This is an optimization exercise on Yosys and OpenROAD, whose aim is small area, not a production implementation.
At most, simulation tests tie the RTL to the original design; equivalence was not proved.
Power is estimated from default activity; no workload was simulated.

// crtc
module crtc(
    input clk,
    input reset,
    output ce_pixel,
    input [1:0] wr,
    input [4:0] address,
    input [15:0] din,
    output [15:0] dout,
    output hsync,
    output hblank,
    output [11:0] hcnt,
    output vsync,
    output vblank,
    output [11:0] vcnt,
    output [11:0] arx,
    output [11:0] ary,
	output [5:0] pll_addr,
	output [31:0] pll_value,
	output reg pll_write,
	input      pll_busy
);
localparam PLL_IO_REG = 15;
localparam HCNT_REG = 16;
localparam VCNT_REG = 17;
wire [15:0] wdg [0:3];
genvar k;
generate
for (k = 0; k < 4; k = k + 1) begin : g_wd
    crtc_wdgate u(.d(din), .r(reset), .y(wdg[k]));
end
endgenerate
wire [15:0] wd = wdg[2];
wire [31:0] sel = 32'd1 << address;
wire [15:0] ctrl [0:31];
generate
for (k = 0; k < 32; k = k + 1) begin : g_reg
    if (k == PLL_IO_REG) begin : g_io
        assign ctrl[k] = 16'd0;
    end else if (k != HCNT_REG && k != VCNT_REG) begin : g_plain
        reg [15:0] q;
        wire en_lo = reset | (wr[0] & sel[k]);
        wire en_hi = reset | (wr[1] & sel[k]);
        always @(posedge clk) begin
            if (en_lo) q[7:0] <= wdg[k/8][7:0];
            if (en_hi) q[15:8] <= wdg[k/8][15:8];
        end
        assign ctrl[k] = q;
    end
end
endgenerate
wire [9:0] ce_num = ctrl[0][9:0];
wire [9:0] ce_denom = ctrl[1][9:0];
wire [11:0] hact = ctrl[2][11:0];
wire [11:0] hfp = ctrl[3][11:0];
wire [11:0] hs = ctrl[4][11:0];
wire [11:0] hbp = ctrl[5][11:0];
wire [11:0] vact = ctrl[6][11:0];
wire [11:0] vfp = ctrl[7][11:0];
wire [11:0] vs = ctrl[8][11:0];
wire [11:0] vbp = ctrl[9][11:0];
assign arx = ctrl[10][11:0];
assign ary = ctrl[11][11:0];
assign pll_addr = ctrl[14][5:0];
assign pll_value = {ctrl[12], ctrl[13]};
jtframe_frac_cen ce_pix_frac(
    .clk(clk),
    .rst(reset),
    .n(ce_num),
    .m(ce_denom),
    .cen(ce_pixel)
);
reg [11:0] hb_start, vb_start;
reg [11:0] hs_start, vs_start;
reg [11:0] hs_end, vs_end;
wire [11:0] hb_sum, vb_sum, hss_sum, vss_sum, hse_sum, vse_sum;
crtc_add12 u_hb (.a(hact), .b(hbp), .s(hb_sum));
crtc_add12 u_vb (.a(vact), .b(vbp), .s(vb_sum));
crtc_add12 u_hss(.a(hb_start), .b(hfp), .s(hss_sum));
crtc_add12 u_vss(.a(vb_start), .b(vfp), .s(vss_sum));
  ...
==> flow/config.mk <==
export PLATFORM = sky130hd
export DESIGN_NAME = crtc
export DESIGN_NICKNAME = crtc
export VERILOG_FILES = /design/flow/design.v
export SDC_FILE = /design/flow/constraint.sdc
export NUM_CORES = 4
export LEC_CHECK = 0
export CAP_MARGIN = 10
export CORE_MARGIN = 2
export CORE_UTILIZATION = 55
export CTS_BUF_LIST = sky130_fd_sc_hd__clkbuf_8
export CTS_CLUSTER_DIAMETER = 100
export CTS_CLUSTER_SIZE = 16
export GPL_TIMING_DRIVEN = 0
export SETUP_SLACK_MARGIN = 0.1
export SLEW_MARGIN = 10
export SYNTH_HIERARCHICAL = 1
export SYNTH_MINIMUM_KEEP_SIZE = 0
==> flow/constraint.sdc <==
create_clock -name core_clock -period 5.0 [get_ports {clk}]
set_input_delay 1.0000 -clock core_clock [delete_from_list [all_inputs] [get_ports {clk}]]
set_output_delay 1.0000 -clock core_clock [all_outputs]
set_load 0.01 [all_outputs]
standard.sh (not shown) runs the stock make flow with config.mk's settings and CLKGATE_MAP_FILE= SYNTH_SCRIPT=/design/flow/synth_recipe.tcl, a recipe that flattens the netlist after the stock synthesis.
==> flow/flow/run.sh <==
#!/bin/bash
set -o pipefail
export BUFFER_PORTS_ARGS="-buffer_cell sky130_fd_sc_hd__buf_1"
export REMOVE_ABC_BUFFERS=1
export CTS_ARGS="-sink_clustering_enable -repair_clock_nets -sink_clustering_size 16 -sink_clustering_max_diameter 100 -buf_list sky130_fd_sc_hd__clkbuf_8 -dont_use_dummy_load"
export PRE_FLOORPLAN_TCL="$PWD/flow/downsize.tcl"
bash standard.sh > standard.log 2>&1
==> flow/flow/downsize.tcl <==
# Pre-floorplan hook: set every logic cell that synthesis mapped to a larger
# drive strength to the smallest drive of the same function (same pins).
# Flip-flops, buffers and tie cells are left alone; repair_design and
# repair_timing later upsize whatever the layout needs.
set db [ord::get_db]
set block [ord::get_db_block]
set masters {}
foreach lib [$db getLibs] {
  foreach m [$lib getMasters] { dict set masters [$m getName] $m }
}
set dont_use {}
if { [info exists ::env(DONT_USE_CELLS)] } { set dont_use $::env(DONT_USE_CELLS) }
set n 0
set saved 0.0
foreach inst [$block getInsts] {
  set m [$inst getMaster]
  set name [$m getName]
  if { ![regexp {^(sky130_fd_sc_hd__([a-z0-9]+))_([0-9]+)$} $name -> base fn drive] } { continue }
  if { [regexp {^(df|edf|sdf|dl|sdl|buf|clk|conb|tap|fill|decap|diode|probe|lpflow|bufinv|einv|ebuf)} $fn] } { continue }
  set best $m
  set bestarea [expr {[$m getWidth] * [$m getHeight]}]
  foreach d {0 1 2} {
    set cand "${base}_$d"
    if { $cand eq $name || ![dict exists $masters $cand] || [lsearch -exact $dont_use $cand] >= 0 } { continue }
    set cm [dict get $masters $cand]
    set a [expr {[$cm getWidth] * [$cm getHeight]}]
    if { $a < $bestarea } { set best $cm; set bestarea $a }
  }
  if { $best ne $m } {
    set saved [expr {$saved + ([$m getWidth] * [$m getHeight] - $bestarea) / 1e6}]
    $inst swapMaster $best
    incr n
  }
}
puts "downsize: swapped $n instances, [format %.1f $saved] um2"
The baseline produced a clean layout.
Then changed:
--- a/flow/design.v
+++ b/flow/design.v
@@ -107,35 +107,29 @@
 	output [31:0] pll_value,
 	output reg pll_write,
 	input      pll_busy
 );
 localparam PLL_IO_REG = 15;
 localparam HCNT_REG = 16;
 localparam VCNT_REG = 17;
-wire [15:0] wdg [0:3];
-genvar k;
-generate
-for (k = 0; k < 4; k = k + 1) begin : g_wd
-    crtc_wdgate u(.d(din), .r(reset), .y(wdg[k]));
-end
-endgenerate
-wire [15:0] wd = wdg[2];
+wire [15:0] wd = din & {16{~reset}};
 wire [31:0] sel = 32'd1 << address;
 wire [15:0] ctrl [0:31];
+genvar k;
 generate
 for (k = 0; k < 32; k = k + 1) begin : g_reg
     if (k == PLL_IO_REG) begin : g_io
         assign ctrl[k] = 16'd0;
     end else if (k != HCNT_REG && k != VCNT_REG) begin : g_plain
         reg [15:0] q;
         wire en_lo = reset | (wr[0] & sel[k]);
         wire en_hi = reset | (wr[1] & sel[k]);
         always @(posedge clk) begin
-            if (en_lo) q[7:0] <= wdg[k/8][7:0];
-            if (en_hi) q[15:8] <= wdg[k/8][15:8];
+            if (en_lo) q[7:0] <= wd[7:0];
+            if (en_hi) q[15:8] <= wd[15:8];
         end
         assign ctrl[k] = q;
     end
 end
 endgenerate
 wire [9:0] ce_num = ctrl[0][9:0];
 wire [9:0] ce_denom = ctrl[1][9:0];
@@ -337,14 +331,7 @@
 endmodule
 module crtc_aoi22(
     input a0, b0, a1, b1,
     output y
 );
 assign y = ~((a0 & b0) | (a1 & b1));
 endmodule
-module crtc_wdgate(
-    input  [15:0] d,
-    input         r,
-    output [15:0] y
-);
-assign y = d & {16{~r}};
-endmodule
Area after synthesis came out lower slightly; global-route usage came out lower by 0.35 points; design area barely changes; sequential share of layout area barely changes; sequential power barely changes; worst setup slack gets worse by 0.042 ns; maximum frequency came out lower slightly; routed wire length came out lower slightly; via count came out lower by a few percent; total power came out higher slightly; count of clock-buffer cells in the layout does not change; core utilization came out higher by 0.41 points.
No functional check of the RTL was part of the first run of this note.

* * *

The RTL this note starts from:
==> flow/design.v <==
module jtframe_frac_cen(
    input         clk,
    input         rst,
    input   [9:0] n,          
    input   [9:0] m,          
    output reg    cen
);
reg  [10:0] cencnt;
wire [10:0] nxt;
wire        over;
jtframe_frac_step u_step(.acc(cencnt), .n(n), .m(m), .over(over), .nxt(nxt));
always @(posedge clk) begin
    if (rst) begin
        cencnt <= 11'd0;
        cen    <= 1'b0;
    end else begin
        cencnt <= nxt;
        cen    <= over;
    end
end
endmodule
module jtframe_frac_step(
    input  [10:0] acc,
    input   [9:0] n,
    input   [9:0] m,
    output        over,
    output [10:0] nxt
);
wire [10:0] c, p, bo;
jtframe_frac_carry  u_c(.a(acc), .b({1'b0, n}), .c(c));
genvar i;
generate
for (i = 0; i < 10; i = i + 1) begin : g_p
    wire t;
    jtframe_frac_xor2 u_x0(.a(acc[i]), .b(n[i]), .y(t));
    jtframe_frac_xor2 u_x1(.a(t), .b(c[i]), .y(p[i]));
end
endgenerate
jtframe_frac_xor2 u_p10(.a(acc[10]), .b(c[10]), .y(p[10]));
jtframe_frac_borrow u_b(.p(p), .m(m), .bo(bo), .over(over));
jtframe_frac_sel    u_s(.over(over), .p(p), .m(m), .bo(bo), .y(nxt));
endmodule
module jtframe_frac_carry(
    input  [10:0] a,
    input  [10:0] b,
    output [10:0] c
);
assign c[0] = 1'b0;
genvar i;
generate
for (i = 1; i < 11; i = i + 1) begin : g
    assign c[i] = (a[i-1] & b[i-1]) | (a[i-1] & c[i-1]) | (b[i-1] & c[i-1]);
end
endgenerate
endmodule
module jtframe_frac_xor2(
    input  a,
    input  b,
    output y
);
assign y = a ^ b;
endmodule
module jtframe_frac_borrow(
    input  [10:0] p,
    input   [9:0] m,
    output [10:0] bo,
    output        over
);
wire [11:0] c;
wire [10:0] mm = {1'b0, m};
assign c[0] = 1'b0;
genvar i;
generate
for (i = 0; i < 11; i = i + 1) begin : g
    assign c[i+1] = (~p[i] & mm[i]) | (~p[i] & c[i]) | (mm[i] & c[i]);
end
endgenerate
assign bo = c[10:0];
assign over = ~c[11];
endmodule
module jtframe_frac_sel(
    input         over,
    input  [10:0] p,
    input   [9:0] m,
    input  [10:0] bo,
    output [10:0] y
);
assign y = over ? (p ^ {1'b0, m} ^ bo) : p;
endmodule
module crtc(
    input clk,
    input reset,
    output ce_pixel,
    input [1:0] wr,
    input [4:0] address,
    input [15:0] din,
    output [15:0] dout,
    output hsync,
    output hblank,
    output [11:0] hcnt,
    output vsync,
    output vblank,
    output [11:0] vcnt,
    output [11:0] arx,
    output [11:0] ary,
	output [5:0] pll_addr,
	output [31:0] pll_value,
	output reg pll_write,
	input      pll_busy
);
localparam PLL_IO_REG = 15;
localparam HCNT_REG = 16;
localparam VCNT_REG = 17;
wire [15:0] wd = din & {16{~reset}};
wire [31:0] sel = 32'd1 << address;
wire [15:0] ctrl [0:31];
genvar k;
generate
for (k = 0; k < 32; k = k + 1) begin : g_reg
    if (k == PLL_IO_REG) begin : g_io
        assign ctrl[k] = 16'd0;
    end else if (k != HCNT_REG && k != VCNT_REG) begin : g_plain
        reg [15:0] q;
        wire en_lo = reset | (wr[0] & sel[k]);
        wire en_hi = reset | (wr[1] & sel[k]);
        always @(posedge clk) begin
            if (en_lo) q[7:0] <= wd[7:0];
            if (en_hi) q[15:8] <= wd[15:8];
        end
        assign ctrl[k] = q;
    end
end
endgenerate
wire [9:0] ce_num = ctrl[0][9:0];
wire [9:0] ce_denom = ctrl[1][9:0];
wire [11:0] hact = ctrl[2][11:0];
wire [11:0] hfp = ctrl[3][11:0];
wire [11:0] hs = ctrl[4][11:0];
wire [11:0] hbp = ctrl[5][11:0];
wire [11:0] vact = ctrl[6][11:0];
wire [11:0] vfp = ctrl[7][11:0];
wire [11:0] vs = ctrl[8][11:0];
wire [11:0] vbp = ctrl[9][11:0];
assign arx = ctrl[10][11:0];
assign ary = ctrl[11][11:0];
assign pll_addr = ctrl[14][5:0];
assign pll_value = {ctrl[12], ctrl[13]};
jtframe_frac_cen ce_pix_frac(
    .clk(clk),
    .rst(reset),
    .n(ce_num),
    .m(ce_denom),
    .cen(ce_pixel)
);
reg [11:0] hb_start, vb_start;
reg [11:0] hs_start, vs_start;
reg [11:0] hs_end, vs_end;
wire [11:0] hb_sum, vb_sum, hss_sum, vss_sum, hse_sum, vse_sum;
crtc_add12 u_hb (.a(hact), .b(hbp), .s(hb_sum));
crtc_add12 u_vb (.a(vact), .b(vbp), .s(vb_sum));
crtc_add12 u_hss(.a(hb_start), .b(hfp), .s(hss_sum));
crtc_add12 u_vss(.a(vb_start), .b(vfp), .s(vss_sum));
crtc_add12 u_hse(.a(hs_start), .b(hs), .s(hse_sum));
crtc_add12 u_vse(.a(vs_start), .b(vs), .s(vse_sum));
always @(posedge clk) begin
    if (reset) begin
        hb_start <= 12'd0;
        vb_start <= 12'd0;
        hs_start <= 12'd0;
        vs_start <= 12'd0;
        hs_end <= 12'd0;
        vs_end <= 12'd0;
    end else begin
        hb_start <= hb_sum;
        vb_start <= vb_sum;
        hs_start <= hss_sum;
        vs_start <= vss_sum;
        hs_end <= hse_sum;
        vs_end <= vse_sum;
    end
end
reg [15:0] hreg, vreg;
assign hcnt = hreg[11:0];
assign vcnt = vreg[11:0];
assign ctrl[HCNT_REG] = hreg;
assign ctrl[VCNT_REG] = vreg;
wire h_lt_bs_n, h_lt_bp, h_lt_ss_n, h_lt_se;
wire v_lt_bs_n, v_lt_bp, v_lt_ss_n, v_lt_se;
wire [12:0] hinc, vinc;
wire h_eq_se, v_eq_se;
crtc_inc12 u_hinc(.a(hcnt), .y(hinc));
crtc_inc12 u_vinc(.a(vcnt), .y(vinc));
crtc_eq12 u_heq(.a(hinc[11:0]), .b(hs_end), .y(h_eq_se));
crtc_eq12 u_veq(.a(vinc[11:0]), .b(vs_end), .y(v_eq_se));
wire hwrap = (|hs_end) & (~h_lt_se | h_eq_se);
wire vwrap = (|vs_end) & (~v_lt_se | v_eq_se);
wire hstep = ce_pixel;
wire vstep = ce_pixel & hwrap;
wire hclr = hwrap | reset;
wire vclr = vwrap | reset;
wire [15:0] hval = {3'b000, hinc & {13{~hclr}}};
wire [15:0] vval = {3'b000, vinc & {13{~vclr}}};
wire [15:0] hd = hstep ? hval : wd;
wire [15:0] vd = vstep ? vval : wd;
wire hen_lo = reset | hstep | (wr[0] & sel[HCNT_REG]);
wire hen_hi = reset | hstep | (wr[1] & sel[HCNT_REG]);
wire ven_lo = reset | vstep | (wr[0] & sel[VCNT_REG]);
wire ven_hi = reset | vstep | (wr[1] & sel[VCNT_REG]);
always @(posedge clk) begin
    if (hen_lo) hreg[7:0] <= hd[7:0];
    if (hen_hi) hreg[15:8] <= hd[15:8];
    if (ven_lo) vreg[7:0] <= vd[7:0];
    if (ven_hi) vreg[15:8] <= vd[15:8];
end
wire [11:0] hcnt_n = ~hcnt;
wire [11:0] vcnt_n = ~vcnt;
crtc_lt12 u_c0(.an(hcnt_n), .b(hb_start), .y(h_lt_bs_n));
crtc_lt12 u_c1(.an(hcnt_n), .b(hbp), .y(h_lt_bp));
crtc_lt12 u_c2(.an(hcnt_n), .b(hs_start), .y(h_lt_ss_n));
crtc_lt12 u_c3(.an(hcnt_n), .b(hs_end), .y(h_lt_se));
crtc_lt12 u_c4(.an(vcnt_n), .b(vb_start), .y(v_lt_bs_n));
crtc_lt12 u_c5(.an(vcnt_n), .b(vbp), .y(v_lt_bp));
crtc_lt12 u_c6(.an(vcnt_n), .b(vs_start), .y(v_lt_ss_n));
crtc_lt12 u_c7(.an(vcnt_n), .b(vs_end), .y(v_lt_se));
assign hblank = ~h_lt_bs_n | h_lt_bp;
assign hsync = ~h_lt_ss_n & h_lt_se;
assign vblank = ~v_lt_bs_n | v_lt_bp;
assign vsync = ~v_lt_ss_n & v_lt_se;
wire [15:0] rsrc [0:31];
generate
for (k = 0; k < 32; k = k + 1) begin : g_rsrc
    if (k == PLL_IO_REG) begin : g_io
        assign rsrc[k] = {16{pll_busy}};
    end else begin : g_r
        assign rsrc[k] = ctrl[k];
    end
end
endgenerate
genvar b, g;
generate
for (b = 0; b < 16; b = b + 1) begin : g_dout
    wire [10:0] t;
    for (g = 0; g < 10; g = g + 1) begin : g_grp
        crtc_aoi222 u(
            .a0(sel[3*g]),   .b0(rsrc[3*g][b]),
            .a1(sel[3*g+1]), .b1(rsrc[3*g+1][b]),
            .a2(sel[3*g+2]), .b2(rsrc[3*g+2][b]),
            .y(t[g]));
    end
    crtc_aoi22 u_last(
        .a0(sel[30]), .b0(rsrc[30][b]),
        .a1(sel[31]), .b1(rsrc[31][b]),
        .y(t[10]));
    assign dout[b] = ~&t;
end
endgenerate
wire pll_io_req = wr[0] && sel[PLL_IO_REG];
reg pll_io_req_prev;
always @(posedge clk) begin
    if (reset) begin
        pll_io_req_prev <= 1'b0;
        pll_write <= 1'b0;
    end else begin
        pll_io_req_prev <= pll_io_req;
        pll_write <= pll_io_req & ~pll_io_req_prev;
    end
end
endmodule
module crtc_add12(
    input  [11:0] a,
    input  [11:0] b,
    output [11:0] s
);
wire [12:0] c;
assign c[0] = 1'b0;
genvar i;
generate
for (i = 0; i < 12; i = i + 1) begin : g
    assign s[i] = a[i] ^ b[i] ^ c[i];
    assign c[i+1] = (a[i] & b[i]) | (a[i] & c[i]) | (b[i] & c[i]);
end
endgenerate
endmodule
module crtc_lt12(
    input  [11:0] an,
    input  [11:0] b,
    output y
);
wire [12:0] c;
assign c[0] = 1'b0;
genvar i;
generate
for (i = 0; i < 12; i = i + 1) begin : g
    assign c[i+1] = (an[i] & b[i]) | (an[i] & c[i]) | (b[i] & c[i]);
end
endgenerate
assign y = c[12];
endmodule
module crtc_inc12(
    input  [11:0] a,
    output [12:0] y
);
wire [12:0] c;
assign c[0] = 1'b1;
genvar i;
generate
for (i = 0; i < 12; i = i + 1) begin : g
    assign y[i] = a[i] ^ c[i];
    assign c[i+1] = a[i] & c[i];
end
endgenerate
assign y[12] = c[12];
endmodule
module crtc_eq12(
    input  [11:0] a,
    input  [11:0] b,
    output y
);
assign y = a == b;
endmodule
module crtc_aoi222(
    input a0, b0, a1, b1, a2, b2,
    output y
);
assign y = ~((a0 & b0) | (a1 & b1) | (a2 & b2));
endmodule
module crtc_aoi22(
    input a0, b0, a1, b1,
    output y
);
assign y = ~((a0 & b0) | (a1 & b1));
endmodule
export LEC_CHECK = 0
export CAP_MARGIN = 10
export CORE_MARGIN = 2
export CORE_UTILIZATION = 55
export CTS_CLUSTER_DIAMETER = 150
export CTS_CLUSTER_SIZE = 25
export GPL_TIMING_DRIVEN = 0
export SETUP_SLACK_MARGIN = 0.2
export SLEW_MARGIN = 10
export SYNTH_HIERARCHICAL = 1
export SYNTH_MINIMUM_KEEP_SIZE = 0
create_clock -name core_clock -period 5.0 [get_ports {clk}]
==> flow/flow/run.sh <==
#!/bin/bash
set -o pipefail
export BUFFER_PORTS_ARGS="-buffer_cell sky130_fd_sc_hd__buf_1"
export CTS_ARGS="-sink_clustering_enable -repair_clock_nets -sink_clustering_size 25 -sink_clustering_max_diameter 150 -dont_use_dummy_load"
bash standard.sh > standard.log 2>&1
Edit:
--- a/flow/design.v
+++ b/flow/design.v
@@ -269,19 +269,24 @@
 module crtc_add12(
     input  [11:0] a,
     input  [11:0] b,
     output [11:0] s
 );
-wire [12:0] c;
+wire [10:0] c;
 assign c[0] = 1'b0;
 genvar i;
 generate
-for (i = 0; i < 12; i = i + 1) begin : g
+for (i = 0; i < 10; i = i + 1) begin : g
     assign s[i] = a[i] ^ b[i] ^ c[i];
     assign c[i+1] = (a[i] & b[i]) | (a[i] & c[i]) | (b[i] & c[i]);
 end
 endgenerate
+wire u0 = a[10] ^ b[10];
+wire k0 = a[10] & b[10];
+wire u1 = a[11] ^ b[11] ^ k0;
+assign s[10] = u0 ^ c[10];
+assign s[11] = u1 ^ (c[10] & u0);
 endmodule
 module crtc_lt12(
     input  [11:0] an,
     input  [11:0] b,
     output y
What happened:
- The new run completed without violations
- combinational power stays flat
- clock skew is about the same
- global-route usage rises by 0.43 points
- critical path depth grows by 1
- wire length came out higher by 0.74%
- utilization stays flat
The RTL of the first run of this note was laid out without a check of its function.

-- separate check: timing with driven ports --
In the flow no input, the clock included, has a driving cell. The finished layouts below were timed again as built, in two steps. Step 1 sets driving cells, clkbuf_16 on the clock port and buf_2 on the other inputs (assumed; they add their load-dependent delay and slew). Step 2 times the ports against the registers' clock, not the clock port: input delays grow and output delays shrink by t, the midpoint of the rising clock arrivals with the driver on. Slacks: no drivers / after step 1 / after step 2; pairs: no drivers / after step 1.
run	t, ns	setup WS [ns]	hold slack, ns	cell pins on the clock port's net
the first run of note 1	0.707	0.198 / 0.198 / 0.198	0.403 / 0.403 / 0.403	1
the second run of note 1	0.676	0.156 / 0.134 / 0.134	0.412 / 0.412 / 0.412	1
the first run of note 2	0.647	0.111 / 0.111 / 0.111	0.388 / 0.388 / 0.388	1
the second run of note 2	0.647	0.224 / 0.184 / 0.184	0.399 / 0.399 / 0.399	1
After both steps setup and hold are still met in every run listed. For the second run of note 2, which loses most, drivers alone change the setup slack by -0.040 ns; drivers and shift together by -0.040 ns.
